What follows belongs to an exercise in optimizing a design on an open flow for small area; a production flow would make more cautious choices. Function was checked by simulation only, so behaviour that the tests miss may differ from the original. The flow treats the clock pin as an ideal source, which a real chip does not have. No activity file was given, so power comes from the tool's default toggle rates.

== the reference run ==
==> module UART_Tx, before the edit <==
module UART_Tx(TransmittedSerialData,DoneTx,DataIn,CLK_Baudin,RstTx,NewData,Flag_in);
	localparam size = 32;
	input [size-1:0] DataIn;
	input CLK_Baudin, RstTx, NewData;
	input Flag_in;
	output TransmittedSerialData;
	output DoneTx;
	localparam [5:0] ST_IDLE  = 6'd0;
	localparam [5:0] ST_FIRST = 6'd3;    
	reg [5:0] counter;
	reg [36:0] ring;
	wire idle = ({counter[3], counter[2], counter[1], counter[0]} == 4'b0000);
	wire pend = ({counter[3], counter[2], counter[1], counter[0]} == 4'b0001);
	wire last = ({counter[3], counter[2], counter[1], counter[0]} == 4'b1000);
	wire inj  = ({counter[5], counter[4], counter[1], counter[0]} == 4'b0010);
	wire load = idle & NewData;
	wire Parity;
	paritygen parity1(.ip(ring[1]), .clk(CLK_Baudin), .rst(RstTx), .clr(load | pend),
	                  .hold(idle), .set(last), .setval(!Flag_in), .parity(Parity));
	always @(posedge CLK_Baudin or posedge RstTx) begin
		if (RstTx)
			counter <= ST_IDLE;
		else if (load | pend)
			counter <= ST_FIRST;
		else if (last & !Flag_in)
			counter <= ST_IDLE;
		else
			counter <= {counter[4:0], counter[5] ^ counter[0]};
	end
	always @(posedge CLK_Baudin) begin
		ring[36]    <= load | ring[0];
		ring[35:34] <= ring[36:35];
		ring[33:2]  <= load ? DataIn : ring[34:3];
		ring[1]     <= load ? 1'b0 : inj ? Parity : ring[2];
		ring[0]     <= load ? 1'b1 : inj ? Parity : ring[1];
	end
	assign TransmittedSerialData = ring[0] | idle;
	assign DoneTx = idle & Parity;
endmodule
==> module UART_Rx, before the edit <==
module UART_Rx(DataOut, DoneRx, SerialInputData, CLK_Baudin, RstRx, Flag_Rx, DoneTx);
	parameter size = 32;
	input SerialInputData;
	input CLK_Baudin, RstRx;
	input DoneTx;  
	output [size-1:0] DataOut;
	output DoneRx;
	output Flag_Rx;
	localparam [5:0] ST_IDLE  = 6'd0;
	localparam [5:0] ST_FIRST = 6'd9;
	reg [5:0] counter;
	reg [size+1:0] shift_reg;
	reg good;
	wire idle  = ({counter[5], counter[2], counter[1], counter[0]} == 4'b0000);
	wire check = ({counter[3], counter[2], counter[1], counter[0]} == 4'b0100);
	always @(posedge CLK_Baudin or posedge RstRx) begin
		if (RstRx) begin
			counter <= ST_IDLE;
			good <= 1'b0;
		end else begin
			if (idle)
				counter <= SerialInputData ? ST_IDLE : ST_FIRST;
			else if (check)
				counter <= ST_IDLE;
			else
				counter <= {counter[4:0], counter[5] ^ counter[4]};
			if (idle)
				good <= !SerialInputData;
			else if (!check)
				good <= good ^ SerialInputData;
		end
	end
	always @(posedge CLK_Baudin)
		shift_reg <= {SerialInputData, shift_reg[size+1:1]};
	assign DataOut = shift_reg[size-1:0];
	assign Flag_Rx = check & !good;
	assign DoneRx = idle & good;
endmodule
export LEC_CHECK = 0
export CAP_MARGIN = 20
export CORE_MARGIN = 2
export CORE_UTILIZATION = 70
export PLACE_DENSITY = 0.8
export SLEW_MARGIN = 20
create_clock -name core_clock -period 5.0 [get_ports {clk}]
standard.sh (not shown) runs the stock make flow with config.mk's settings and CLKGATE_MAP_FILE= SYNTH_SCRIPT=/design/flow/synth_recipe.tcl, a recipe that flattens the netlist after the stock synthesis.
==> flow/flow/run.sh <==
#!/bin/bash
# The standard ORFS layout (the standard.sh, standard synthesis included),
# with the capture muxes swapped for a22o cells and the rest of the logic
# remapped for area by OpenROAD's restructure (flow/pre_floorplan.tcl,
# flow/post_floorplan.tcl),
# smaller port buffers, cells sized down after placement, and a small
# hand-built two-level clock tree (flow/pre_cts.tcl). Each ORFS step logs to
# orfs/logs/; make's own output goes to flow_make.log.
set -euo pipefail
python3 flow/filt_lib.py "$FLOW_HOME/platforms/sky130hd/lib/sky130_fd_sc_hd__tt_025C_1v80.lib" \
  "$PWD/rmp.lib" > filt_lib.log 2>&1
bash standard.sh \
  "RMP_LIB=$PWD/rmp.lib" \
  "BUFFER_PORTS_ARGS=-buffer_cell sky130_fd_sc_hd__buf_1" \
  "POST_RESIZE_TCL=$PWD/flow/post_resize.tcl" \
  "PRE_FLOORPLAN_TCL=$PWD/flow/pre_floorplan.tcl" \
  "POST_FLOORPLAN_TCL=$PWD/flow/post_floorplan.tcl" \
  "PRE_CTS_TCL=$PWD/flow/pre_cts.tcl" \
  "CTS_ARGS=-clk_nets clk -sink_clustering_enable -dont_use_dummy_load -buf_list sky130_fd_sc_hd__clkbuf_8" \
  finish > flow_make.log 2>&1
Other scripts of this flow, unchanged in this note and not shown: flow/flow/filt_lib.py, flow/flow/mtree.tcl, flow/flow/post_floorplan.tcl, flow/flow/post_resize.tcl, flow/flow/pre_cts.tcl, flow/flow/pre_floorplan.tcl
Changes in the trial run relative to the reference run:
-- flow/design.v --
<<< the reference run, line 41
			counter <= {counter[4:0], counter[5] ^ counter[0]};
	end
	always @(posedge CLK_Baudin) begin
		ring[36]    <= load | ring[0];
		ring[35:34] <= ring[36:35];
		ring[33:2]  <= load ? DataIn : ring[34:3];
		ring[1]     <= load ? 1'b0 : inj ? Parity : ring[2];
		ring[0]     <= load ? 1'b1 : inj ? Parity : ring[1];
	end
>>> the trial run, line 41
			counter <= {counter[4:0], counter[5] ^ counter[0]};
	end
	localparam [36:0] INV = 37'h2_AAAA_AAA8;
	wire [36:0] ring_v = ring ^ INV;    
	always @(posedge CLK_Baudin) begin
		ring[36]    <= load | ring[0];
		ring[35:34] <= ring[36:35];
		ring[33:2]  <= (load ? DataIn : ring_v[34:3]) ^ INV[33:2];
		ring[1]     <= load ? 1'b0 : inj ? Parity : ring_v[2];
		ring[0]     <= load ? 1'b1 : inj ? Parity : ring[1];
	end
<<< the reference run, line 61
	localparam [5:0] ST_IDLE  = 6'd0;
	localparam [5:0] ST_FIRST = 6'd9;
	reg [5:0] counter;
	reg [size+1:0] shift_reg;
	reg good;
>>> the trial run, line 63
	localparam [5:0] ST_IDLE  = 6'd0;
	localparam [5:0] ST_FIRST = 6'd9;
	reg count0, count1, count2, count3, count4, count5;
	wire [5:0] counter = {count5, count4, count3, count2, count1, count0};
	reg [size+1:0] shift_reg;
	reg good;
<<< the reference run, line 68
	always @(posedge CLK_Baudin or posedge RstRx) begin
		if (RstRx) begin
			counter <= ST_IDLE;
			good <= 1'b0;
		end else begin
			if (idle)
				counter <= SerialInputData ? ST_IDLE : ST_FIRST;
			else if (check)
				counter <= ST_IDLE;
			else
				counter <= {counter[4:0], counter[5] ^ counter[4]};
			if (idle)
				good <= !SerialInputData;
>>> the trial run, line 71
	always @(posedge CLK_Baudin or posedge RstRx) begin
		if (RstRx) begin
			good <= 1'b0;
		end else begin
			if (idle)
				good <= !SerialInputData;
<<< the reference run, line 83
		end
	end
	always @(posedge CLK_Baudin)
		shift_reg <= {SerialInputData, shift_reg[size+1:1]};
>>> the trial run, line 79
		end
	end
	reg [5:0] counter_next;
	always @* begin
		if (idle)
			counter_next = SerialInputData ? ST_IDLE : ST_FIRST;
		else if (check)
			counter_next = ST_IDLE;
		else
			counter_next = {counter[4:0], counter[5] ^ counter[4]};
	end
	always @(posedge CLK_Baudin or posedge RstRx)
		if (RstRx) count0 <= 1'b0;
		else count0 <= counter_next[0];
	always @(posedge CLK_Baudin or posedge RstRx)
		if (RstRx) count1 <= 1'b0;
		else count1 <= counter_next[1];
	always @(posedge CLK_Baudin or posedge RstRx)
		if (RstRx) count2 <= 1'b0;
		else count2 <= counter_next[2];
	always @(posedge CLK_Baudin)
		count3 <= counter_next[3];
	always @(posedge CLK_Baudin)
		count4 <= counter_next[4];
	always @(posedge CLK_Baudin or posedge RstRx)
		if (RstRx) count5 <= 1'b0;
		else count5 <= counter_next[5];
	always @(posedge CLK_Baudin)
		shift_reg <= {SerialInputData, shift_reg[size+1:1]};
==> comparison <==
In terms of sequential power, the reference run and the trial run differ only marginally. Diff the reference run -> the trial run: utilization -2.4 points, per-instance average area after synthesis -1.1 sq um, worst supply voltage drop on vdd +about 8%, worst path setup slack after routing +0.050 ns, synthesized cell count +22.

port drivers added, routing unchanged:
The flow's constraints put no driver on any port. The routed layouts listed below were extracted and timed again, unchanged, in two steps.
Step 1 sets driving cells, clkbuf_16 on the clock port and buf_2 on the other inputs (assumed; they add their load-dependent delay and slew).
Step 2 times the ports against the registers' clock, not the clock port: input delays grow and output delays shrink by t, the midpoint of the rising clock arrivals with the driver on.
Three values: ideal ports, drivers, drivers and shift; two values: the first two.
| run | t (ns) | setup slack, ns | hold slack, ns | worst setup path after step 2 | worst register clock-pin slew, ns |
|---|---|---|---|---|---|
| the reference run | 0.474 | 2.035 / 2.012 / 2.152 | 0.337 / 0.337 / 0.337 | input to register | 0.11 / 0.11 |
| the trial run | 0.470 | 2.085 / 2.063 / 2.455 | 0.328 / 0.328 / 0.328 | input to register | 0.11 / 0.11 |
After both steps setup and hold are still met in every run listed.
